This is an optimization exercise on Yosys and OpenROAD, whose aim is small area, not a production implementation.
In this exercise RTL edits were held to simulation tests only and were not proved equivalent to the original.
No activity file was given, so power comes from the tool's default toggle rates.

**flow/run.sh**
```bash
#!/bin/bash
# synth_recipe.tcl (not shown) runs the flow's synth.tcl, then flattens the netlist and writes it again
# the make line also repeats each setting of config.mk as NAME=value (left out here)
make -C /OpenROAD-flow-scripts/flow DESIGN_CONFIG=/design/flow/config.mk WORK_HOME=/design/flow/orfs CLKGATE_MAP_FILE= SYNTH_SCRIPT=/design/flow/synth_recipe.tcl finish
```
**flow/config.mk**
```make
export PLATFORM = sky130hd
export DESIGN_NAME = motor_subsystem
export DESIGN_NICKNAME = motor_subsystem
export VERILOG_FILES = /design/flow/design.v
export SDC_FILE = /design/flow/constraint.sdc
export NUM_CORES = 4
export LEC_CHECK = 0
export CAP_MARGIN = 20
export CORE_MARGIN = 2
export CORE_UTILIZATION = 40
export SLEW_MARGIN = 20
```
**flow/constraint.sdc**
```tcl
create_clock -name core_clock -period 10.0 [get_ports {clock}]
set_input_delay 2.0000 -clock core_clock [delete_from_list [all_inputs] [get_ports {clock}]]
set_output_delay 2.0000 -clock core_clock [all_outputs]
set_load 0.01 [all_outputs]
```
**flow/design.v**
```verilog
module spark_pwm 
(
    input       reset_n,     
    input       clock,       
    input       clk_en,      
    input       pwm_enable,  
    input [7:0] pwm_ratio,   
    input       pwm_direction,  
    input       pwm_update,  
    output reg  pwm_done,    
    output reg  pwm_signal   
);
wire [11:0]  high_time;
reg  [11:0]  pwm_counter;
reg  [11:0]  pwm_target;
reg          pwm_en_sync;
assign high_time = pwm_direction ?  12'd635 + {4'b0, pwm_ratio[7:0]}:
                                    12'd635 - {4'b0, pwm_ratio[7:0]};
always @( posedge clock or negedge reset_n ) begin
    if( ~reset_n ) begin
        pwm_counter <= 12'h0;
        pwm_target  <= 12'h0;
        pwm_done    <= 1'b0;
        pwm_signal  <= 1'b0;
        pwm_en_sync <= 1'b0;
    end
    else if(clk_en) begin
        if(pwm_en_sync) begin
            pwm_counter <= pwm_counter + 12'h1;
            if(pwm_counter[11:0] == 12'h0) begin
                if(!pwm_enable)
                    pwm_en_sync <= 1'b0;
                if(pwm_update) begin
                    pwm_target <= high_time;
                    pwm_done   <= 1'b1;
                end                
            end
            else if(pwm_counter[11:0] < pwm_target[11:0]) begin
                pwm_signal <= 1'b1;
                pwm_done   <= 1'b0;
            end
            else begin
                pwm_signal <= 1'b0;
                pwm_done   <= 1'b0;
            end
        end
        else 
            pwm_en_sync <= pwm_enable;
    end
end
endmodule
module pwm 
(
    input       reset_n,     
    input       clock,       
    input       clk_en,      
    input       pwm_enable,  
    input [7:0] pwm_ratio,   
    input       pwm_update,  
    output reg  pwm_done,    
    output reg  pwm_signal   
);
reg [7:0]   pwm_counter;
reg [7:0]   pwm_target;
reg         pwm_en_sync;
always @( posedge clock or negedge reset_n ) begin
    if( ~reset_n ) begin
        pwm_counter <= 8'h0;
        pwm_target  <= 8'h0;
        pwm_done    <= 1'b0;
        pwm_signal  <= 1'b0;
        pwm_en_sync <= 1'b0;
    end
    else if(clk_en) begin
        if(pwm_en_sync) begin
            pwm_counter <= pwm_counter + 8'h1;
            if(pwm_counter[7:0] == 8'h0) begin
                if(!pwm_enable)
                    pwm_en_sync <= 1'b0;
                if(pwm_update) begin
                    pwm_target <= pwm_ratio;
                    pwm_done   <= 1'b1;
                end                
            end
            else if(pwm_counter[7:0] < pwm_target[7:0]) begin
                pwm_signal <= 1'b1;
                pwm_done   <= 1'b0;
            end
            else begin
                pwm_signal <= 1'b0;
                pwm_done   <= 1'b0;
            end
        end
        else 
            pwm_en_sync <= pwm_enable;
    end
end
endmodule
module servo_ctrl 
(
    input       reset_n,             
    input       clock,               
    input       clk_en,              
    input       pwm_enable,          
    input [7:0] start_pwm_ratio,     
    input [7:0] target_pwm_ratio,    
    output      pwm_signal           
);
localparam IDLE             = 3'd0;
localparam GO_TO_START      = 3'd1;
localparam CALCULATE_DELTA  = 3'd2;
localparam ACCELERATE       = 3'd3;
localparam CRUISE           = 3'd4;
localparam DECELERATE       = 3'd5;
localparam HOLD             = 3'd6;
wire    [7:0]   pwm_ratio;            
wire    [7:0]   linear_profile       [7:0];
reg     [7:0]   adjusted_pwm_ratio;
wire            pwm_done;
reg     [2:0]   curr_step;
reg     [7:0]   curr_pwm_ratio;
reg     [7:0]   profile_delay;
reg     [2:0]   state;
reg             accel_flag;
reg             direction;
reg             pwm_done_ff, pwm_done_went_high;
assign linear_profile[0][7:0]  = 8'd65;
assign linear_profile[1][7:0]  = 8'd48;
assign linear_profile[2][7:0]  = 8'd33;
assign linear_profile[3][7:0]  = 8'd21;
assign linear_profile[4][7:0]  = 8'd12;
assign linear_profile[5][7:0]  = 8'd6;
assign linear_profile[6][7:0]  = 8'd3;
assign linear_profile[7][7:0]  = 8'd2;
always @( posedge clock or negedge reset_n ) begin
    if( ~reset_n ) begin
        curr_step           <= 3'h0;
        curr_pwm_ratio      <= 8'h0;
        profile_delay       <= 8'h0;
        accel_flag          <= 1'b0;
        direction           <= 1'b0;
        state               <= IDLE;
        pwm_done_ff         <= 1'b0;
        pwm_done_went_high  <= 1'b0;        
        adjusted_pwm_ratio  <= 8'h0;
    end
    else if(clk_en) begin
        pwm_done_ff         <= pwm_done;
        pwm_done_went_high  <= ~pwm_done_ff & pwm_done;
        case(state)
            IDLE: begin
                if(pwm_enable) begin
                    curr_pwm_ratio      <= start_pwm_ratio;
                    state               <= GO_TO_START;
                    if(target_pwm_ratio == 8'h0)
                        adjusted_pwm_ratio  <= start_pwm_ratio;
                    else
                        adjusted_pwm_ratio  <= target_pwm_ratio;
                end
            end
            GO_TO_START: begin
                if(profile_delay[7:0] == 8'h20) begin
                    state           <= CALCULATE_DELTA;
                    profile_delay   <= 8'h0;
                end
                else begin
                    if( pwm_done_went_high == 1'b1 ) 
                        profile_delay   <= profile_delay + 8'h1;
                end
            end
            CALCULATE_DELTA: begin
                if(adjusted_pwm_ratio > curr_pwm_ratio) begin
                    direction       <= 1'b1;
                    if(adjusted_pwm_ratio - curr_pwm_ratio > 8'd16) begin
                        state       <= ACCELERATE;
                        accel_flag  <= 1'b1;
                    end
                    else begin
                        state       <= CRUISE;
                        accel_flag  <= 1'b0;
                    end
                end
                else if(adjusted_pwm_ratio <= curr_pwm_ratio) begin
                    direction       <= 1'b0;
                    if(curr_pwm_ratio - adjusted_pwm_ratio > 8'd16) begin
                        state       <= ACCELERATE;
                        accel_flag  <= 1'b1;
                    end
                    else begin
                        state       <= CRUISE;
                        accel_flag  <= 1'b0;
                    end
                end
            end
            ACCELERATE: begin
                if(curr_step < 3'h7) begin
                    if( pwm_done_went_high == 1'b1 ) begin
                        if(profile_delay[7:0] == linear_profile[curr_step]) begin
                            curr_step       <= curr_step + 3'h1;
                            profile_delay   <= 8'h0;
                            if(direction) begin
                                curr_pwm_ratio <= curr_pwm_ratio + 8'h1;
                            end
                            else begin
                                curr_pwm_ratio <= curr_pwm_ratio - 8'h1;
                            end
                        end
                        else begin
                            profile_delay   <= profile_delay + 8'h1;
                        end
                    end
                end
                else begin
                    state           <= CRUISE;
                    profile_delay   <= 8'h0;
                end
            end
            CRUISE: begin
                if(accel_flag) begin
                    if( pwm_done_went_high == 1'b1 ) begin
                        if(profile_delay[7:0] == linear_profile[7]) begin
                            if(direction == 1'b0) begin
                                if(curr_pwm_ratio - adjusted_pwm_ratio < 8) begin
                                    state           <= DECELERATE;
                                    profile_delay   <= 8'h0;
                                    curr_step       <= 3'h6;
                                end 
                                else begin
                                    curr_pwm_ratio  <= curr_pwm_ratio - 8'h1;
                                    profile_delay   <= 8'h0;
                                end
                            end
                            else begin
                                if(adjusted_pwm_ratio - curr_pwm_ratio < 8) begin
                                    state           <= DECELERATE;
                                    profile_delay   <= 8'h0;
                                    curr_step       <= 3'h6;
                                end 
                                else begin
                                    curr_pwm_ratio  <= curr_pwm_ratio + 8'h1;
                                    profile_delay   <= 8'h0;
                                end
                            end
                        end
                        else begin
                            profile_delay   <= profile_delay + 8'h1;
                        end
                    end
                end
                else begin
                    if(curr_pwm_ratio == adjusted_pwm_ratio) begin
                        state           <= HOLD;
                    end
                    else begin
                        if( pwm_done_went_high == 1'b1 ) begin
                            if(profile_delay[7:0] == linear_profile[7]) begin
                                if(direction == 1'b0)
                                    curr_pwm_ratio  <= curr_pwm_ratio - 8'h1;
                                else 
                                    curr_pwm_ratio  <= curr_pwm_ratio + 8'h1;
                                profile_delay   <= 8'h0;
                            end
                            else begin
                                profile_delay       <= profile_delay + 8'h1;
                            end
                        end
                    end
                end
            end
            DECELERATE: begin
                if(curr_step > 3'h0) begin
                    if( pwm_done_went_high == 1'b1 ) begin
                        if(profile_delay[7:0] == linear_profile[curr_step]) begin
                            curr_step       <= curr_step - 3'h1;
                            profile_delay   <= 8'h0;
                            if(direction) begin
                                curr_pwm_ratio <= curr_pwm_ratio + 8'h1;
                            end
                            else begin
                                curr_pwm_ratio <= curr_pwm_ratio - 8'h1;
                            end
                        end
                        else begin
                            profile_delay   <= profile_delay + 8'h1;
                        end
                    end
                end
                else begin
                    state           <= HOLD;
                    profile_delay   <= 8'h0;
                end
            end
            HOLD: begin
                profile_delay   <= 8'h0;
                if(pwm_enable == 1'b0) begin
                    state <= IDLE;
                end
                else begin
                    if(target_pwm_ratio == 8'h0)
                        adjusted_pwm_ratio  <= start_pwm_ratio;
                    else
                        adjusted_pwm_ratio  <= target_pwm_ratio;  
                    if(curr_pwm_ratio != adjusted_pwm_ratio) begin
                        state <= CALCULATE_DELTA;
                    end
                end
            end
            default: begin
                state <= IDLE;
            end
        endcase
    end
end
pwm servo_pwm(
    .reset_n                (reset_n),
    .clock                  (clock),
    .clk_en                 (clk_en),
    .pwm_enable             (pwm_enable),
    .pwm_ratio              (curr_pwm_ratio[7:0]),
    .pwm_update             (1'b1),
    .pwm_done               (pwm_done),
    .pwm_signal             (pwm_signal)
);
endmodule
module spi ( 
    input                   reset_n,     
    input                   clock,       
    input                   spi_clk,     
    input                   cs_n,        
    input                   mosi,        
    input           [7:0]   rd_data,
    output                  miso,        
    output reg      [5:0]   address,
    output reg              write_en,
    output reg      [7:0]   wr_data,
    output reg              read_en
);
wire                rx_parity, tx_parity, data_valid;
wire                shift_en;
reg                 shift_en_ff, shift_en_ff2;
reg                 shift_en_wentlow;
reg                 read, write;
reg                 parity;
reg                 cs_n_ff, cs_n_ff2;
reg                 mosi_ff;
reg                 csn_wenthigh, csn_wenthigh_ff, csn_wentlow;
reg     [15:0]      shift_in_reg, shift_out_reg, mosi_reg;
assign shift_en = spi_clk & (~cs_n);
assign rx_parity = ^({mosi_reg[15], mosi_reg[13:0]});
always @(posedge clock or negedge reset_n) begin
    if(~reset_n) begin
        wr_data[7:0]    <= 8'b0;
        address[5:0]    <= 6'b0;
        parity          <= 1'b0;
        read            <= 1'b0;
        write           <= 1'b0;
    end
    else begin
        if(csn_wenthigh) begin
            wr_data[7:0]    <= mosi_reg[7:0];
            address[5:0]    <= mosi_reg[13:8];
            parity          <= mosi_reg[14];
            read            <= mosi_reg[15];
            write           <= ~mosi_reg[15];
        end
    end   
end
assign data_valid = (mosi_reg[15:0] != 16'hFF) & ~(parity ^ rx_parity);
always @(posedge clock or negedge reset_n) begin
    if(~reset_n) begin
        cs_n_ff             <= 1'b0;
        cs_n_ff2            <= 1'b0;
        shift_en_ff         <= 1'b0;
        shift_en_ff2        <= 1'b0;
        mosi_ff             <= 1'b0;
        shift_en_wentlow    <= 1'b0;
        csn_wenthigh        <= 1'b0;
        csn_wenthigh_ff     <= 1'b0;
        csn_wentlow         <= 1'b0;
    end
    else begin
        cs_n_ff             <= cs_n;
        cs_n_ff2            <= cs_n_ff;
        shift_en_ff         <= shift_en;
        mosi_ff             <= mosi;
        shift_en_ff2        <= shift_en_ff;
        shift_en_wentlow    <= (~shift_en_ff) & shift_en_ff2;
        csn_wenthigh        <= cs_n_ff & (~cs_n_ff2);
        csn_wenthigh_ff     <= csn_wenthigh;
        csn_wentlow         <= (~cs_n_ff) & cs_n_ff2; 
    end
end
assign tx_parity    =   ^({1'b1, address[5:0], rd_data[7:0]});
always @(posedge clock or negedge reset_n) begin
    if(~reset_n) begin
        write_en    <= 1'b0;
        read_en     <= 1'b0;
    end    
    else begin
        write_en    <= csn_wenthigh_ff & write & data_valid;
        read_en     <= csn_wenthigh_ff & read & data_valid; 
    end
end
always @(posedge clock or negedge reset_n) begin
    if(~reset_n)
        shift_in_reg[15:0] <= 16'h0;
    else if(shift_en_ff & ~shift_en_ff2) begin
        shift_in_reg [15:1] <= shift_in_reg[14:0];
        shift_in_reg[0] <= mosi_ff;
    end
end
always @(posedge clock or negedge reset_n) begin
    if(~reset_n)
        mosi_reg[15:0]  <= 16'h0;
    else if(cs_n_ff & (~cs_n_ff2))
        mosi_reg [15:0] <= shift_in_reg[15:0];
end
always @(posedge clock or negedge reset_n) begin
    if(~reset_n)
        shift_out_reg[15:0]     <= 16'b0;
    else begin
        if(csn_wentlow)
            shift_out_reg[15:0]     <= {7'b0, tx_parity, rd_data[7:0]};
        else if(shift_en_wentlow)
            shift_out_reg[15:0]     <= (shift_out_reg[15:0] << 1);   
    end
end
assign miso     = shift_out_reg[15] | cs_n;
endmodule
module reg_file ( 
    input           reset_n,   	      
    input           clock,     	      
    input   [5:0]   address,   	      
    input           write_en,  	      
    input   [7:0]   wr_data,   	      
    input           read_en,  	      
    output reg [7:0]   rd_data,   	  
    output              drv_pwm_enable0,     
    output              drv_pwm_dir0,        
    output      [5:0]   drv_pwm_ratio0,      
    output              drv_pwm_enable1,     
    output              drv_pwm_dir1,        
    output      [5:0]   drv_pwm_ratio1,      
    output              drv_pwm_enable2,     
    output              drv_pwm_dir2,        
    output      [5:0]   drv_pwm_ratio2,      
    output              drv_pwm_enable3,     
    output              drv_pwm_dir3,        
    output      [5:0]   drv_pwm_ratio3,      
    output              rot_pwm_enable0,     
    output              rot_pwm_dir0,        
    output      [5:0]   rot_pwm_ratio0,      
    output              rot_pwm_enable1,     
    output              rot_pwm_dir1,        
    output      [5:0]   rot_pwm_ratio1,      
    output              rot_pwm_enable2,     
    output              rot_pwm_dir2,        
    output      [5:0]   rot_pwm_ratio2,      
    output              rot_pwm_enable3,     
    output              rot_pwm_dir3,        
    output      [5:0]   rot_pwm_ratio3,      
    input       [11:0]  current_angle0,      
    input       [11:0]  current_angle1,      
    input       [11:0]  current_angle2,      
    input       [11:0]  current_angle3,      
    output      [7:0]   servo_position0,     
    output      [7:0]   servo_position1,     
    output      [7:0]   servo_position2,     
    output      [7:0]   servo_position3,     
    input       [31:0]  debug_signals,       
    output      [3:0]   led_pwm,             
    output              led_test_enable,     
    output              motor_hot_led,       
    output              pi_connected_led,    
    output              ps4_connected_led,   
    output              fault_led            
);
reg     [7:0]   reg_file    [27:4];
reg     [11:0]  angle_snap0, angle_snap1, angle_snap2, angle_snap3;
wire drv_bcast = (address == 6'h3) | (address == 6'h1);
always @(posedge clock or negedge reset_n) begin
    if(~reset_n) begin
        rd_data[7:0]        <= 8'b0;
        angle_snap0[11:0]   <= 12'b0;
        angle_snap1[11:0]   <= 12'b0;
        angle_snap2[11:0]   <= 12'b0;
        angle_snap3[11:0]   <= 12'b0;
        reg_file[4] <= 8'b0;
        reg_file[5] <= 8'b0;
        reg_file[6] <= 8'b0;
        reg_file[7] <= 8'b0;
        reg_file[8] <= 8'b0;
        reg_file[9] <= 8'b0;
        reg_file[10] <= 8'b0;
        reg_file[11] <= 8'b0;
        reg_file[12] <= 8'b0;
        reg_file[13] <= 8'b0;
        reg_file[14] <= 8'b0;
        reg_file[15] <= 8'b0;
        reg_file[16] <= 8'b0;
        reg_file[17] <= 8'b0;
        reg_file[18] <= 8'b0;
        reg_file[19] <= 8'b0;
        reg_file[20] <= 8'b0;
        reg_file[21] <= 8'b0;
        reg_file[22] <= 8'b0;
        reg_file[23] <= 8'b0;
        reg_file[24] <= 8'b0;
        reg_file[25] <= 8'b0;
        reg_file[26] <= 8'b0;
        reg_file[27] <= 8'b0;
    end
    else begin
        if(read_en)
            rd_data[7:0]    <= ((address >= 6'h4) & (address <= 6'h1B)) ? reg_file[address[4:0]] : 8'b0;
        if(write_en & ((address == 6'h4) | drv_bcast)) reg_file[6'h4] <= wr_data[7:0];
        if(write_en & ((address == 6'h5) | drv_bcast)) reg_file[6'h5] <= wr_data[7:0];
        if(write_en & ((address == 6'h6) | drv_bcast)) reg_file[6'h6] <= wr_data[7:0];
        if(write_en & ((address == 6'h7) | drv_bcast)) reg_file[6'h7] <= wr_data[7:0];
        if(write_en & (address == 6'h8)) reg_file[6'h8] <= wr_data[7:0];
        if(write_en & (address == 6'hB)) reg_file[6'hB] <= wr_data[7:0];
        if(write_en & (address == 6'hE)) reg_file[6'hE] <= wr_data[7:0];
        if(write_en & (address == 6'h11)) reg_file[6'h11] <= wr_data[7:0];
        reg_file[6'h9]  <= angle_snap0[7:0];
        reg_file[6'hA] <= {4'h0, angle_snap0[11:8]};
        reg_file[6'hC]  <= angle_snap1[7:0];
        reg_file[6'hD] <= {4'h0, angle_snap1[11:8]};
        reg_file[6'hF]  <= angle_snap2[7:0];
        reg_file[6'h10] <= {4'h0, angle_snap2[11:8]};
        reg_file[6'h12]  <= angle_snap3[7:0];
        reg_file[6'h13] <= {4'h0, angle_snap3[11:8]};
        if(write_en & (address == 6'hA) & wr_data[6]) angle_snap0[11:0] <= current_angle0[11:0];
        if(write_en & (address == 6'hD) & wr_data[6]) angle_snap1[11:0] <= current_angle1[11:0];
        if(write_en & (address == 6'h10) & wr_data[6]) angle_snap2[11:0] <= current_angle2[11:0];
        if(write_en & (address == 6'h13) & wr_data[6]) angle_snap3[11:0] <= current_angle3[11:0];
        if(write_en & (address == 6'h14)) reg_file[6'h14] <= wr_data[7:0];
        if(write_en & (address == 6'h15)) reg_file[6'h15] <= wr_data[7:0];
        if(write_en & (address == 6'h16)) reg_file[6'h16] <= wr_data[7:0];
        if(write_en & (address == 6'h17)) reg_file[6'h17] <= wr_data[7:0];
        reg_file[6'h18] <= debug_signals[7:0];
        reg_file[6'h19] <= debug_signals[15:8];
        reg_file[6'h1A] <= debug_signals[23:16];
        if(write_en & (address == 6'h1B)) reg_file[6'h1B] <= wr_data[7:0];
    end
end
assign drv_pwm_enable0      = reg_file[6'h4][7];
assign drv_pwm_dir0         = reg_file[6'h4][6];
assign drv_pwm_ratio0       = reg_file[6'h4][5:0];
assign drv_pwm_enable1      = reg_file[6'h5][7];
assign drv_pwm_dir1         = reg_file[6'h5][6];
assign drv_pwm_ratio1       = reg_file[6'h5][5:0];
assign drv_pwm_enable2      = reg_file[6'h6][7];
assign drv_pwm_dir2         = reg_file[6'h6][6];
assign drv_pwm_ratio2       = reg_file[6'h6][5:0];
assign drv_pwm_enable3      = reg_file[6'h7][7];
assign drv_pwm_dir3         = reg_file[6'h7][6];
assign drv_pwm_ratio3       = reg_file[6'h7][5:0];
assign rot_pwm_enable0      = reg_file[6'h8][7];
assign rot_pwm_dir0         = reg_file[6'h8][6];
assign rot_pwm_ratio0       = reg_file[6'h8][5:0];
assign rot_pwm_enable1      = reg_file[6'hB][7];
assign rot_pwm_dir1         = reg_file[6'hB][6];
assign rot_pwm_ratio1       = reg_file[6'hB][5:0];
assign rot_pwm_enable2      = reg_file[6'hE][7];
assign rot_pwm_dir2         = reg_file[6'hE][6];
assign rot_pwm_ratio2       = reg_file[6'hE][5:0];
assign rot_pwm_enable3      = reg_file[6'h11][7];
assign rot_pwm_dir3         = reg_file[6'h11][6];
assign rot_pwm_ratio3       = reg_file[6'h11][5:0];
assign servo_position0[7:0] = reg_file[6'h14][7:0];
assign servo_position1[7:0] = reg_file[6'h15][7:0];
assign servo_position2[7:0] = reg_file[6'h16][7:0];
assign servo_position3[7:0] = reg_file[6'h17][7:0];
assign led_pwm              = reg_file[6'h1B][7:4];
assign led_test_enable      = reg_file[6'h1B][3];
assign ps4_connected_led    = reg_file[6'h1B][2];
assign pi_connected_led     = reg_file[6'h1B][1];
assign fault_led            = reg_file[6'h1B][0];
assign motor_hot_led        = 1'b0;     
endmodule
module i2c(
    input               reset_n,         
    input               clock,           
    input               clk_en,          
    input               enable,          
    output      [11:0]  raw_angle,       
    output  reg         rd_done,         
    output              scl,             
    input               sda_in,          
    output              sda_out,         
    output              sda_oe           
);
localparam      IDLE        = 4'h0;
localparam      START       = 4'h1;
localparam      DEV_WR      = 4'h2;
localparam      ACK0        = 4'h3;
localparam      READ_ADDR   = 4'h4;
localparam      ACK1        = 4'h5;
localparam      REP_START   = 4'h6;
localparam      DEV_RD      = 4'h7;
localparam      ACK2        = 4'h8;
localparam      DATA0       = 4'h9;
localparam      ACK3        = 4'hA;
localparam      DATA1       = 4'hB;
localparam      NACK        = 4'hC;
localparam      STOP        = 4'hD;
localparam      PAUSE       = 4'hE;
localparam      WRITE_DEVICE    = 8'h6C;
localparam      READ_DEVICE     = 8'h6D;
localparam      READ_RAW_ANGLE  = 8'h0C;
reg     [2:0]   bit_counter;
reg     [3:0]   ns, ps;
reg     [1:0]   substate;
wire            PHASE1, PHASE2, PHASE3, PHASE4;
reg             scl_int, sda_int, tri_mode;
reg             wr_bit;
reg     [7:0]   read_data0, read_data1;
always @(posedge clock or negedge reset_n) begin
    if(~reset_n) begin
        substate[1:0]   <= 2'h0;
        wr_bit          <= 1'h0;
        read_data0[7:0] <= 8'b0;
        read_data1[7:0] <= 8'b0;
        rd_done         <= 1'b0;
    end
    else if(clk_en) begin
        substate[1:0]   <= substate[1:0] + 2'h1;
        if(ps == DEV_WR)
            wr_bit        <= WRITE_DEVICE[3'd7 - bit_counter];
        else if(ps == READ_ADDR)
            wr_bit        <= READ_RAW_ANGLE[3'd7 - bit_counter];
        else if(ps == DEV_RD)
            wr_bit        <= READ_DEVICE[3'd7 - bit_counter];
        else
            wr_bit    <= 1'b0;
        if((ps == DATA0) & PHASE3)
            read_data1[3'd7 - bit_counter] <= sda_in;
        else if((ps == DATA1) & PHASE3)
            read_data0[3'd7 - bit_counter] <= sda_in;
        rd_done <= (ps == STOP);
    end
end
assign PHASE1 = (substate[1:0] == 2'b00);
assign PHASE2 = (substate[1:0] == 2'b01);
assign PHASE3 = (substate[1:0] == 2'b10);
assign PHASE4 = (substate[1:0] == 2'b11);
always @(posedge clock or negedge reset_n) begin
    if(~reset_n) begin
        ps              <= IDLE;
        bit_counter     <= 3'b0;        
    end
    else if(clk_en & (substate[1:0] == 2'b11)) begin
        ps <= ns;        
        if((ps == DEV_WR) | (ps == READ_ADDR) | (ps == DEV_RD) | (ps == DATA0) | (ps == DATA1))
            bit_counter <= bit_counter + 3'h1;
        else
            bit_counter <= 3'h0;        
    end
end
always @(*) begin
    case(ps)
        IDLE: begin
            if(enable)
                ns = START;
            else
                ns = IDLE;
        end
        START: begin
            ns = DEV_WR;
        end
        DEV_WR: begin
            if(bit_counter == 3'h7)
                ns = ACK0;
            else
                ns = DEV_WR;
        end
        ACK0: begin
            ns = READ_ADDR;
        end
        READ_ADDR: begin
            if(bit_counter == 3'h7)
                ns = ACK1;
            else
                ns = READ_ADDR;
        end
        ACK1: begin
            ns = REP_START;
        end
        REP_START: begin
            ns = DEV_RD;
        end
        DEV_RD: begin
            if(bit_counter == 3'h7)
                ns = ACK2;
            else
                ns = DEV_RD; 
        end
        ACK2: begin
            ns = DATA0;
        end
        DATA0: begin
            if(bit_counter == 3'h7)
                ns = ACK3;
            else
                ns = DATA0;
        end
        ACK3: begin
            ns = DATA1;
        end
        DATA1: begin
            if(bit_counter == 3'h7)
                ns = NACK;
            else 
                ns = DATA1;
        end
        NACK: begin
            ns = STOP;
        end
        STOP: begin
            ns = PAUSE;
        end
        PAUSE: begin
            if(enable)
                ns = IDLE;
            else
                ns = START;
        end
        default: begin
            ns = IDLE;
        end
    endcase
end
always @(*) begin
    scl_int     = 1'b1;
    sda_int     = 1'b1;
    tri_mode    = 1'b0;
    case(ps)
        IDLE: begin
            scl_int = 1'b1;
            sda_int = 1'b1;
        end
        START: begin
            tri_mode    = 1'b0;
            if(PHASE1) begin
                scl_int = 1'b1;
                sda_int = 1'b1;
            end 
            else if(PHASE2) begin
                scl_int = 1'b1;
                sda_int = 1'b0;
            end
             else if(PHASE3) begin
                scl_int = 1'b1;
                sda_int = 1'b0;
            end
             else if(PHASE4) begin
                scl_int = 1'b0;
                sda_int = 1'b0;
            end
        end
        DEV_WR: begin
            tri_mode    = 1'b0;
            if(PHASE1) begin
                scl_int = 1'b0;
                sda_int = wr_bit;
            end 
            else if(PHASE2) begin
                scl_int = 1'b0;
                sda_int = wr_bit;
            end
             else if(PHASE3) begin
                scl_int = 1'b1;
                sda_int = wr_bit;
            end
             else if(PHASE4) begin
                scl_int = 1'b1;
                sda_int = wr_bit;
            end
        end
        ACK0: begin
            tri_mode = 1'b1;
            if(PHASE1) begin
                scl_int = 1'b0;
                sda_int = 1'b1;
            end 
            else if(PHASE2) begin
                scl_int = 1'b0;
                sda_int = 1'b1;
            end
             else if(PHASE3) begin
                scl_int = 1'b1;
                sda_int = 1'b1;
            end
             else if(PHASE4) begin
                scl_int = 1'b1;
                sda_int = 1'b1;
            end
        end
        READ_ADDR: begin
            tri_mode    = 1'b0;
            if(PHASE1) begin
                scl_int = 1'b0;
                sda_int = wr_bit;
            end 
            else if(PHASE2) begin
                scl_int = 1'b0;
                sda_int = wr_bit;
            end
             else if(PHASE3) begin
                scl_int = 1'b1;
                sda_int = wr_bit;
            end
             else if(PHASE4) begin
                scl_int = 1'b1;
                sda_int = wr_bit;
            end
        end
        ACK1: begin
            tri_mode = 1'b1;
            if(PHASE1) begin
                scl_int = 1'b0;
                sda_int = 1'b1;
            end 
            else if(PHASE2) begin
                scl_int = 1'b0;
                sda_int = 1'b1;
            end
             else if(PHASE3) begin
                scl_int = 1'b1;
                sda_int = 1'b1;
            end
             else if(PHASE4) begin
                scl_int = 1'b1;
                sda_int = 1'b1;
            end
        end
        REP_START: begin
            tri_mode    = 1'b0;
            if(PHASE1) begin
                scl_int = 1'b0;
                sda_int = 1'b0;
            end 
            else if(PHASE2) begin
                scl_int = 1'b0;
                sda_int = 1'b1;
            end
             else if(PHASE3) begin
                scl_int = 1'b1;
                sda_int = 1'b1;
            end
             else if(PHASE4) begin
                scl_int = 1'b1;
                sda_int = 1'b0;
            end
        end
        DEV_RD: begin
            tri_mode    = 1'b0;
            if(PHASE1) begin
                scl_int = 1'b0;
                sda_int = wr_bit;
            end 
            else if(PHASE2) begin
                scl_int = 1'b0;
                sda_int = wr_bit;
            end
             else if(PHASE3) begin
                scl_int = 1'b1;
                sda_int = wr_bit;
            end
             else if(PHASE4) begin
                scl_int = 1'b1;
                sda_int = wr_bit;
            end
        end
        ACK2: begin
            tri_mode = 1'b1;
            if(PHASE1) begin
                scl_int = 1'b0;
                sda_int = 1'b1;
            end 
            else if(PHASE2) begin
                scl_int = 1'b0;
                sda_int = 1'b1;
            end
             else if(PHASE3) begin
                scl_int = 1'b1;
                sda_int = 1'b1;
            end
             else if(PHASE4) begin
                scl_int = 1'b1;
                sda_int = 1'b1;
            end
        end
        DATA0: begin
            tri_mode = 1'b1;
            if(PHASE1) begin
                scl_int = 1'b0;
                sda_int = 1'b1;
            end 
            else if(PHASE2) begin
                scl_int = 1'b0;
                sda_int = 1'b1;
            end
             else if(PHASE3) begin
                scl_int = 1'b1;
                sda_int = 1'b1;
            end
             else if(PHASE4) begin
                scl_int = 1'b1;
                sda_int = 1'b1;
            end
        end
        ACK3: begin
            tri_mode    = 1'b0;
            if(PHASE1) begin
                scl_int = 1'b0;
                sda_int = 1'b0;
            end 
            else if(PHASE2) begin
                scl_int = 1'b0;
                sda_int = 1'b0;
            end
             else if(PHASE3) begin
                scl_int = 1'b1;
                sda_int = 1'b0;
            end
             else if(PHASE4) begin
                scl_int = 1'b1;
                sda_int = 1'b0;
            end
        end
        DATA1: begin
            tri_mode = 1'b1;
            if(PHASE1) begin
                scl_int = 1'b0;
                sda_int = 1'b1;
            end 
            else if(PHASE2) begin
                scl_int = 1'b0;
                sda_int = 1'b1;
            end
             else if(PHASE3) begin
                scl_int = 1'b1;
                sda_int = 1'b1;
            end
             else if(PHASE4) begin
                scl_int = 1'b1;
                sda_int = 1'b1;
            end
        end
        NACK: begin
            tri_mode    = 1'b0;
            if(PHASE1) begin
                scl_int = 1'b0;
                sda_int = 1'b1;
            end 
            else if(PHASE2) begin
                scl_int = 1'b0;
                sda_int = 1'b1;
            end
             else if(PHASE3) begin
                scl_int = 1'b1;
                sda_int = 1'b1;
            end
             else if(PHASE4) begin
                scl_int = 1'b1;
                sda_int = 1'b1;
            end   
        end
        STOP: begin
            tri_mode    = 1'b0;
            if(PHASE1) begin
                scl_int = 1'b0;
                sda_int = 1'b1;
            end 
            else if(PHASE2) begin
                scl_int = 1'b0;
                sda_int = 1'b0;
            end
             else if(PHASE3) begin
                scl_int = 1'b1;
                sda_int = 1'b0;
            end
             else if(PHASE4) begin
                scl_int = 1'b1;
                sda_int = 1'b1;
            end 
        end
        PAUSE: begin
            tri_mode= 1'b0;
            scl_int = 1'b1;
            sda_int = 1'b1;
        end
        default: begin
            tri_mode= 1'b0;
            scl_int = 1'b1;
            sda_int = 1'b1;
        end
    endcase    
end
assign scl = scl_int;
assign sda_out = sda_int;
assign sda_oe  = ~tri_mode;
assign raw_angle = {read_data1[3:0], read_data0[7:0]};
endmodule
module motor_subsystem(
    input           reset_n,         
    input           clock,           
    input           spi_clock,       
    input           cs_n,            
    input           mosi,            
    output          miso,            
    output  [3:0]   sr_pwm,          
    output  [3:0]   scl,             
    input   [3:0]   sda_in,          
    output  [3:0]   sda_out,         
    output  [3:0]   sda_oe,          
    output  [3:0]   sd_pwm,          
    output  [3:0]   servo_pwm,       
    output          status_fault,    
    output          status_pi,       
    output          status_ps4,      
    output          status_debug     
);
    reg   [19:0]    clock_div_cntr;          
    wire  [5:0]     address;   	             
    wire            write_en;  	             
    wire  [7:0]     wr_data;   	             
    wire            read_en;  	             
    wire  [7:0]     rd_data;   	             
    wire            drv_pwm_enable0, drv_pwm_enable1, drv_pwm_enable2, drv_pwm_enable3;
    wire            drv_pwm_dir0, drv_pwm_dir1, drv_pwm_dir2, drv_pwm_dir3;
    wire  [5:0]     drv_pwm_ratio0, drv_pwm_ratio1, drv_pwm_ratio2, drv_pwm_ratio3;
    wire            rot_pwm_enable0, rot_pwm_enable1, rot_pwm_enable2, rot_pwm_enable3;
    wire            rot_pwm_dir0, rot_pwm_dir1, rot_pwm_dir2, rot_pwm_dir3;
    wire  [5:0]     rot_pwm_ratio0, rot_pwm_ratio1, rot_pwm_ratio2, rot_pwm_ratio3;
    wire  [11:0]    current_angle0, current_angle1, current_angle2, current_angle3;
    wire  [7:0]     servo_control;           
assign servo_control[7:0] = 8'h00;
    wire  [7:0]     servo_position0;         
    wire  [7:0]     servo_position1;         
    wire  [7:0]     servo_position2;         
    wire  [7:0]     servo_position3;         
    wire  [15:0]    pwm_ctrl0_debug;        
    wire            led_test_enable;         
    wire            pi_connected_led, ps4_connected_led, motor_hot_led, fault_led;
    wire  [3:0]     led_pwm;
wire            en5, en6, en10;              
always @(posedge clock or negedge reset_n) begin
    if(~reset_n)
        clock_div_cntr[19:0]     <= 20'b0;
    else
        clock_div_cntr[19:0]     <= clock_div_cntr[19:0] + 20'b1;
end
assign en5  = (clock_div_cntr[5:0]  == 6'h1F);
assign en6  = (clock_div_cntr[6:0]  == 7'h3F);
assign en10 = (clock_div_cntr[10:0] == 11'h3FF);
spi spi(
	.reset_n            (reset_n),           
	.clock              (clock),             
	.spi_clk            (spi_clock),         
	.cs_n               (cs_n),              
	.mosi               (mosi),              
	.miso               (miso),              
    .address            (address[5:0]),	     
    .write_en           (write_en),  	     
    .wr_data            (wr_data[7:0]),	     
    .read_en            (read_en),   	     
    .rd_data            (rd_data[7:0]) 	     
);
reg_file rf(
    .reset_n            (reset_n),   	             
    .clock              (clock),     	             
    .address            (address[5:0]),	             
    .write_en           (write_en),  	             
    .wr_data            (wr_data[7:0]),	             
    .read_en            (read_en),   	             
    .rd_data            (rd_data[7:0]),	             
    .drv_pwm_enable0    (drv_pwm_enable0),           
    .drv_pwm_dir0       (drv_pwm_dir0),              
    .drv_pwm_ratio0     (drv_pwm_ratio0),            
    .drv_pwm_enable1    (drv_pwm_enable1),           
    .drv_pwm_dir1       (drv_pwm_dir1),              
    .drv_pwm_ratio1     (drv_pwm_ratio1),            
    .drv_pwm_enable2    (drv_pwm_enable2),           
    .drv_pwm_dir2       (drv_pwm_dir2),              
    .drv_pwm_ratio2     (drv_pwm_ratio2),            
    .drv_pwm_enable3    (drv_pwm_enable3),           
    .drv_pwm_dir3       (drv_pwm_dir3),              
    .drv_pwm_ratio3     (drv_pwm_ratio3),            
    .rot_pwm_enable0    (rot_pwm_enable0),           
    .rot_pwm_dir0       (rot_pwm_dir0),              
    .rot_pwm_ratio0     (rot_pwm_ratio0),            
    .rot_pwm_enable1    (rot_pwm_enable1),           
    .rot_pwm_dir1       (rot_pwm_dir1),              
    .rot_pwm_ratio1     (rot_pwm_ratio1),            
    .rot_pwm_enable2    (rot_pwm_enable2),           
    .rot_pwm_dir2       (rot_pwm_dir2),              
    .rot_pwm_ratio2     (rot_pwm_ratio2),            
    .rot_pwm_enable3    (rot_pwm_enable3),           
    .rot_pwm_dir3       (rot_pwm_dir3),              
    .rot_pwm_ratio3     (rot_pwm_ratio3),            
    .current_angle0     (current_angle0[11:0]),      
    .current_angle1     (current_angle1[11:0]),      
    .current_angle2     (current_angle2[11:0]),      
    .current_angle3     (current_angle3[11:0]),      
    .servo_position0    (servo_position0),           
    .servo_position1    (servo_position1),           
    .servo_position2    (servo_position2),           
    .servo_position3    (servo_position3),           
    .debug_signals      (32'b0),       
    .led_pwm            (led_pwm[3:0]),              
    .led_test_enable    (led_test_enable),           
    .pi_connected_led   (pi_connected_led),          
    .ps4_connected_led  (ps4_connected_led),         
    .fault_led          (fault_led),                 
    .motor_hot_led      (motor_hot_led)              
);  
i2c i2c_swerve0(    
    .reset_n            (reset_n),               
    .clock              (clock),                 
    .clk_en             (en6),                   
    .enable             (rot_pwm_enable0),       
    .raw_angle          (current_angle0[11:0]),  
    .rd_done            (),                      
    .scl                (scl[0]),                
    .sda_in             (sda_in[0]),             
    .sda_out            (sda_out[0]),            
    .sda_oe             (sda_oe[0])              
);
spark_pwm sr_pwm0(
    .reset_n                (reset_n),                           
    .clock                  (clock),                             
    .clk_en                 (en5),                               
    .pwm_enable             (rot_pwm_enable0),                   
    .pwm_ratio              ({rot_pwm_ratio0[5:0], 2'b0}),       
    .pwm_direction          (rot_pwm_dir0),                      
    .pwm_update             (rot_pwm_enable0),                   
    .pwm_done               (),                                  
    .pwm_signal             (sr_pwm[0])                          
);
i2c i2c_swerve1(    
    .reset_n            (reset_n),               
    .clock              (clock),                 
    .clk_en             (en6),                   
    .enable             (rot_pwm_enable1),       
    .raw_angle          (current_angle1[11:0]),  
    .rd_done            (),                      
    .scl                (scl[1]),                
    .sda_in             (sda_in[1]),             
    .sda_out            (sda_out[1]),            
    .sda_oe             (sda_oe[1])              
);
spark_pwm sr_pwm1(
    .reset_n                (reset_n),                           
    .clock                  (clock),                             
    .clk_en                 (en5),                               
    .pwm_enable             (rot_pwm_enable1),                   
    .pwm_ratio              ({rot_pwm_ratio1[5:0], 2'b0}),       
    .pwm_direction          (rot_pwm_dir1),                      
    .pwm_update             (rot_pwm_enable1),                   
    .pwm_done               (),                                  
    .pwm_signal             (sr_pwm[1])                          
);
i2c i2c_swerve2(    
    .reset_n            (reset_n),               
    .clock              (clock),                 
    .clk_en             (en6),                   
    .enable             (rot_pwm_enable2),       
    .raw_angle          (current_angle2[11:0]),  
    .rd_done            (),                      
    .scl                (scl[2]),                
    .sda_in             (sda_in[2]),             
    .sda_out            (sda_out[2]),            
    .sda_oe             (sda_oe[2])              
);
spark_pwm sr_pwm2(
    .reset_n                (reset_n),                           
    .clock                  (clock),                             
    .clk_en                 (en5),                               
    .pwm_enable             (rot_pwm_enable2),                   
    .pwm_ratio              ({rot_pwm_ratio2[5:0], 2'b0}),       
    .pwm_direction          (rot_pwm_dir2),                      
    .pwm_update             (rot_pwm_enable2),                   
    .pwm_done               (),                                  
    .pwm_signal             (sr_pwm[2])                          
);
i2c i2c_swerve3(    
    .reset_n            (reset_n),               
    .clock              (clock),                 
    .clk_en             (en6),                   
    .enable             (rot_pwm_enable3),       
    .raw_angle          (current_angle3[11:0]),  
    .rd_done            (),                      
    .scl                (scl[3]),                
    .sda_in             (sda_in[3]),             
    .sda_out            (sda_out[3]),            
    .sda_oe             (sda_oe[3])              
);
spark_pwm sr_pwm3(
    .reset_n                (reset_n),                           
    .clock                  (clock),                             
    .clk_en                 (en5),                               
    .pwm_enable             (rot_pwm_enable3),                   
    .pwm_ratio              ({rot_pwm_ratio3[5:0], 2'b0}),       
    .pwm_direction          (rot_pwm_dir3),                      
    .pwm_update             (rot_pwm_enable3),                   
    .pwm_done               (),                                  
    .pwm_signal             (sr_pwm[3])                          
);
spark_pwm sd_pwm0(
    .reset_n                (reset_n),                       
    .clock                  (clock),                         
    .clk_en                 (en5),                           
    .pwm_enable             (drv_pwm_enable0),               
    .pwm_ratio              ({2'b0, drv_pwm_ratio0[5:0]}),   
    .pwm_direction          (drv_pwm_dir0),                  
    .pwm_update             (1'b1),                          
    .pwm_done               (),                              
    .pwm_signal             (sd_pwm[0])                      
);
spark_pwm sd_pwm1(
    .reset_n                (reset_n),                       
    .clock                  (clock),                         
    .clk_en                 (en5),                           
    .pwm_enable             (drv_pwm_enable1),               
    .pwm_ratio              ({2'b0, drv_pwm_ratio1[5:0]}),   
    .pwm_direction          (drv_pwm_dir1),                  
    .pwm_update             (1'b1),                          
    .pwm_done               (),                              
    .pwm_signal             (sd_pwm[1])                      
);
spark_pwm sd_pwm2(
    .reset_n                (reset_n),                       
    .clock                  (clock),                         
    .clk_en                 (en5),                           
    .pwm_enable             (drv_pwm_enable2),               
    .pwm_ratio              ({2'b0, drv_pwm_ratio2[5:0]}),   
    .pwm_direction          (drv_pwm_dir2),                  
    .pwm_update             (1'b1),                          
    .pwm_done               (),                              
    .pwm_signal             (sd_pwm[2])                      
);
spark_pwm sd_pwm3(
    .reset_n                (reset_n),                       
    .clock                  (clock),                         
    .clk_en                 (en5),                           
    .pwm_enable             (drv_pwm_enable3),               
    .pwm_ratio              ({2'b0, drv_pwm_ratio3[5:0]}),   
    .pwm_direction          (drv_pwm_dir3),                  
    .pwm_update             (1'b1),                          
    .pwm_done               (),                              
    .pwm_signal             (sd_pwm[3])                      
);
servo_ctrl base_servo(
    .reset_n                (reset_n),
    .clock                  (clock),
    .clk_en                 (en10),
    .pwm_enable             (servo_control[0]),
    .start_pwm_ratio        (8'd5),
    .target_pwm_ratio       (servo_position0[7:0]),
    .pwm_signal             (servo_pwm[0])
);
pwm wrist_servo(
    .reset_n                (reset_n),
    .clock                  (clock),
    .clk_en                 (en10),
    .pwm_enable             (servo_control[1]),
    .pwm_ratio              (servo_position1[7:0]),
    .pwm_update             (1'b1), 
    .pwm_done               (),
    .pwm_signal             (servo_pwm[1])
);
servo_ctrl center_servo(
    .reset_n                (reset_n),
    .clock                  (clock),
    .clk_en                 (en10),
    .pwm_enable             (servo_control[2]),
    .start_pwm_ratio        (8'd5),
    .target_pwm_ratio       (servo_position2[7:0]),
    .pwm_signal             (servo_pwm[2])
);
pwm grabber_servo(
    .reset_n                (reset_n),
    .clock                  (clock),
    .clk_en                 (en10),
    .pwm_enable             (servo_control[3]),
    .pwm_ratio              (servo_position3[7:0]),
    .pwm_update             (1'b1), 
    .pwm_done               (),
    .pwm_signal             (servo_pwm[3])
);
wire pwm_light;
pwm lights(
    .reset_n                (reset_n),               
    .clock                  (clock),                 
    .clk_en                 (en10),                  
    .pwm_enable             (1'b1),                  
    .pwm_ratio              ({led_pwm[3:0], 4'b0}),  
    .pwm_update             (1'b1),                  
    .pwm_done               (),                      
    .pwm_signal             (pwm_light)              
);
assign status_fault = pwm_light & fault_led;
assign status_pi    = pwm_light & pi_connected_led;
assign status_ps4   = pwm_light & ps4_connected_led;
assign status_debug = pwm_light; 
endmodule
```
==> summary.txt <==
outcome timing/DRC/antenna clean; final-report hold violation count 0; fraction of synthesized cell area in xor and xnor cells between 4 and 5%; main combinational cell family by area after synthesis simple AND/OR/NAND/NOR gates; startpoint-to-endpoint class of the critical path input pin to output port; clock edge transition at the registers on the reported setup and hold paths ~0.06 ns; transition time of the tightest slew-check pin ~1.0 ns; number of post-CTS setup repair buffers 0; Placed Instance Area 38500 um^2; ratio of total power to cell area ~170 nW/um^2; wire length of the first global-routing pass ~140000 um; number of sinks driven by the clock tree a little over 700; synthesized instance count around 3700; NumNets Final about 3900; share of the clock period used by the worst path approximately 52%; Clock Path Buffers 3; Port-buffer cells 37; number of design rule violations left after detail routing 0; shortest period the worst path allows around 5.2 ns; maxcap violations 0; Synthesis Warnings 40; CTS Buf Count 82; post-synthesis adder-cell area fraction under 10%; fraction of synthesized area in multiplexers approximately 7.9%; critical path's most frequent cell sky130_fd_sc_hd__clkdlybuf4s50_1; fin. max-slew vios 0; placed wire-length estimate after detailed placement 56100 um; Die Area about 95000 um^2; depth of the CTS H-tree 3; sequential cell area fraction in the yosys report between 40 and 50%; number of routed nets with antenna violations 0; dominant synthesized flop cell sky130_fd_sc_hd__dfrtp_1; maximum net fanout on the critical path 3; Post-Place Worst Slack ~4.8 ns; layout cells sized above 1 around 12%; effective utilization at floorplan roughly 40%; number of DRC markers in iteration 0 2038; RSZ-0062 raised after global routing false; placeable core region about 90000 um^2; count of fill cells added during filler insertion about 8700; Compound-Gate Fraction of Synth Area a little over an eighth; clock tree root buffer cell sky130_fd_sc_hd__clkbuf_16; flip-flop and latch count after synthesis 706; standard-cell row count 111; number of antenna violations at the first check in global routing 2; post-route clock skew a little under 0.03 ns; aggregate global routing overflow 0; Worst R2R Setup Slack approximately 6.6 ns; top cells by area in the synthesized netlist sky130_fd_sc_hd__dfrtp_1 (48%), sky130_fd_sc_hd__ha_1 (8.3%), sky130_fd_sc_hd__mux2_2 (7.1%); largest register by flop count rf.reg_file; Pleak ~19 nW; smallest setup slack after layout 4.77 ns; Async S/R FF share, synth 100%; mean area per synthesized cell 10.2 um^2; total of cells resized after clock tree synthesis 0; via count around 26000; first-pass detailed-route iteration total 7; clock insertion delay at the later pin of the skew report 0.65 ns; per-cell via count in the routed design between 5 and 6; maximum number of pins on one net before global-route repair about 140; WL final between 80000 and 90000 um; fraction of the mapped netlist area in simple logic gates 13.3%; CTS tree built; ordered list of cells on the worst path clkdlybuf4s50_1 > or2_2 > clkdlybuf4s50_1; Max stage delay on crit path roughly 0.48 ns; number of synthesized flops with an enable pin 0; total inserted antenna cells 0; summed area of non-filler cells in the final layout slightly above 40000 um^2; overall track demand over capacity in global routing 17.5%; hold buffer count at CTS 0; Synth cell types 90; vias in the first global route about 25000; post-synthesis instance area around 37000 um^2; Setup crit end kind output port; Max Clock Freq roughly 190 MHz; I/O pin count 38; endpoints failing setup 0; Die Span X slightly above 300 um; CP Data Arrival Time between 3 and 4 ns; slowest cell on the critical path sky130_fd_sc_hd__clkdlybuf4s50_1; syn_nets approximately 3900; Fin Setup TNS 0 ns; Slew headroom 32.9%; maximum vdd drop ~0.12 mV; max FFs per register between 150 and 200; post-synthesis cell type with the largest combined area sky130_fd_sc_hd__dfrtp_1; Critical Path Source Type input pin; worst hold path class flip-flop to flip-flop; Die Height a little over 300 um; Layout Area Growth over Synthesis 11.0%; fraction of post-synthesis cell area in the top cell type by area approximately 48%; routed len/inst approximately 17 um; final RePlAce weighted congestion roughly 0.85; data required time of the critical path 8.00 ns
==> through the flow <==
step / instances / hold slack (ns) / utilization [%] / total power [mW]
3_5_place_dp: 4770 / 0.359 / 41.9 / 3.95
5_1_grt: 4915 / 0.370 / 44.9 / 7.23
4_1_cts: 4915 / 0.355 / 44.9 / 7.01
6_report: 4915 / 0.357 / 44.9 / 6.92
2_1_floorplan: 3652 / 0.349 / - / 3.64
3_3_place_gp: 4770 / 0.354 / 41.9 / 3.94
==> worst paths after layout <==
| check | start | end | cells after the start |
|---|---|---|---|
| max | cs_n | miso | 3 |
| min | rf.angle_snap1[1] | rf.reg_file[12][1] | 0 |
| max reg2reg | clock_div_cntr[0] | center_servo.profile_delay[2] | 8 |
| min reg2reg | rf.angle_snap1[1] | rf.reg_file[12][1] | 0 |
| max in group asynchronous | reset_n | sr_pwm3.pwm_counter[0] | 2 |
| min in group asynchronous | reset_n | sd_pwm2.pwm_target[6] | 1 |
==> per-layer routing <==
layer | up-vias | share of wire (%) | track usage [%]
met5 | - | 0 | 0
met4 | 0 | 2.5 | 5.48
met3 | 133 | 4.6 | 2.97
met2 | 457 | 44 | 26.5
met1 | 12700 | 49 | 25.6
li1 | 12800 | - | -
==> synth_stat cells, drive strengths merged, types with 20 or more instances <==
| cell type | number |
|---|---|
| nand2 | 398 |
| and3 | 37 |
| xor2 | 56 |
| a22o | 39 |
| a21oi | 108 |
| o21ai | 322 |
| nor4 | 35 |
| nor2 | 151 |
| mux2i | 31 |
| nand4 | 60 |
| nand2b | 25 |
| nor2b | 35 |
| a22oi | 28 |
| a211oi | 20 |
| inv | 249 |
| and2 | 25 |
| mux2 | 233 |
| o22ai | 21 |
| o21a | 25 |
| o31ai | 27 |
| clkbuf | 133 |
| xnor2 | 153 |
| a21o | 34 |
| a31oi | 20 |
| nor3 | 69 |
| buf | 55 |
| dfrtp | 706 |
| ha | 245 |
| nand3 | 110 |
==> where the power goes <==
part,switching [mW],leakage [nW],internal (mW),total [mW]
clock,1.22,1.34,1.80,3.02
combinational,0.388,7.55,0.271,0.659
sequential,0.259,9.64,2.98,3.24
total,1.87,18.5,5.05,6.92
==> critical path, delay by kind of cell <==
kind          cells  cell delay [ns]
buf+inv           2             0.93
simple gates      1             0.30
==> kinds of logic (layout without fill, tap and decap cells) <==
| group | Yosys count | count (layout) |
|---|---|---|
| AO/OA/AOI/OAI | 769 | 769 |
| XOR/XNOR | 209 | 209 |
| AND/OR/NAND/NOR | 1020 | 1020 |
| flip-flops | 706 | 706 |
| multiplexers | 264 | 264 |
| buffers and inverters | 437 | 457 |
| adder cells (fa/ha/maj) | 247 | 247 |
==> cell type report <==
class | count | area, um^2 | share of cell area (%)
Multi-Input combinational cell | 2509 | 17700 | 43.0
Sequential cell | 706 | 17700 | 42.9
Clock buffer | 113 | 2380 | 5.78
Tap cell | 1243 | 1560 | 3.77
Inverter | 249 | 935 | 2.27
Timing Repair Buffer | 63 | 596 | 1.44
Clock inverter | 32 | 344 | 0.835
==> layout by cell type, fill, tap and decap left out, types with 15 or more instances in the layout <==
cell type                         synthesis  routed
sky130_fd_sc_hd__nand2b_1                25      25
sky130_fd_sc_hd__nor2b_1                 33      33
sky130_fd_sc_hd__buf_4                   25      24
sky130_fd_sc_hd__a21o_1                  34      34
sky130_fd_sc_hd__nand4_1                 60      60
sky130_fd_sc_hd__nor4_1                  32      32
sky130_fd_sc_hd__nand2_1                398     398
sky130_fd_sc_hd__xor2_1                  56      56
sky130_fd_sc_hd__clkbuf_16                0      84
sky130_fd_sc_hd__mux2_2                 233     233
sky130_fd_sc_hd__a211oi_1                20      20
sky130_fd_sc_hd__xnor2_1                153     153
sky130_fd_sc_hd__clkdlybuf4s50_1          0      36
sky130_fd_sc_hd__and2_1                  24      24
sky130_fd_sc_hd__nor2_1                 151     150
sky130_fd_sc_hd__clkinv_2                 0      15
sky130_fd_sc_hd__inv_1                  248     248
sky130_fd_sc_hd__a21oi_1                108     108
sky130_fd_sc_hd__nor4b_1                 15      15
sky130_fd_sc_hd__o31ai_1                 27      27
sky130_fd_sc_hd__o21ai_0                318     318
sky130_fd_sc_hd__nor3_1                  67      67
sky130_fd_sc_hd__clkbuf_8                 0      17
sky130_fd_sc_hd__a22oi_1                 28      28
sky130_fd_sc_hd__nand3_1                109     109
sky130_fd_sc_hd__a22o_1                  39      39
sky130_fd_sc_hd__dfrtp_1                706     705
sky130_fd_sc_hd__o21a_1                  25      25
sky130_fd_sc_hd__ha_1                   245     245
sky130_fd_sc_hd__mux2i_1                 31      31
sky130_fd_sc_hd__a31oi_1                 19      19
sky130_fd_sc_hd__and3_1                  37      37
sky130_fd_sc_hd__o22ai_1                 21      21

what the ideal ports hide:
No port has a modelled driver above. Below, the same layout with a new extraction and two added sets of constraints.
Step 1 assumes that a clkbuf_16 drives the clock port and a buf_2 every other input.
Step 2 adds t to the input delays and takes it off the output delays; t is the mean of the earliest and latest rising clock arrival at the registers after step 1. Input paths then give back, and output paths get back, about the clock's delay inside the block.
a / b / c = ideal ports / drivers / drivers and shift; a / b = the first two.
shift t [ns]: 0.695
setup slack, ns: 4.773 / 4.753 / 4.753
slew at the worst register clock pin (ns): 0.06 / 0.06
After both steps setup and hold are still met in this run. For this run, drivers alone change the setup slack by -0.020 ns; drivers and shift together by -0.020 ns.
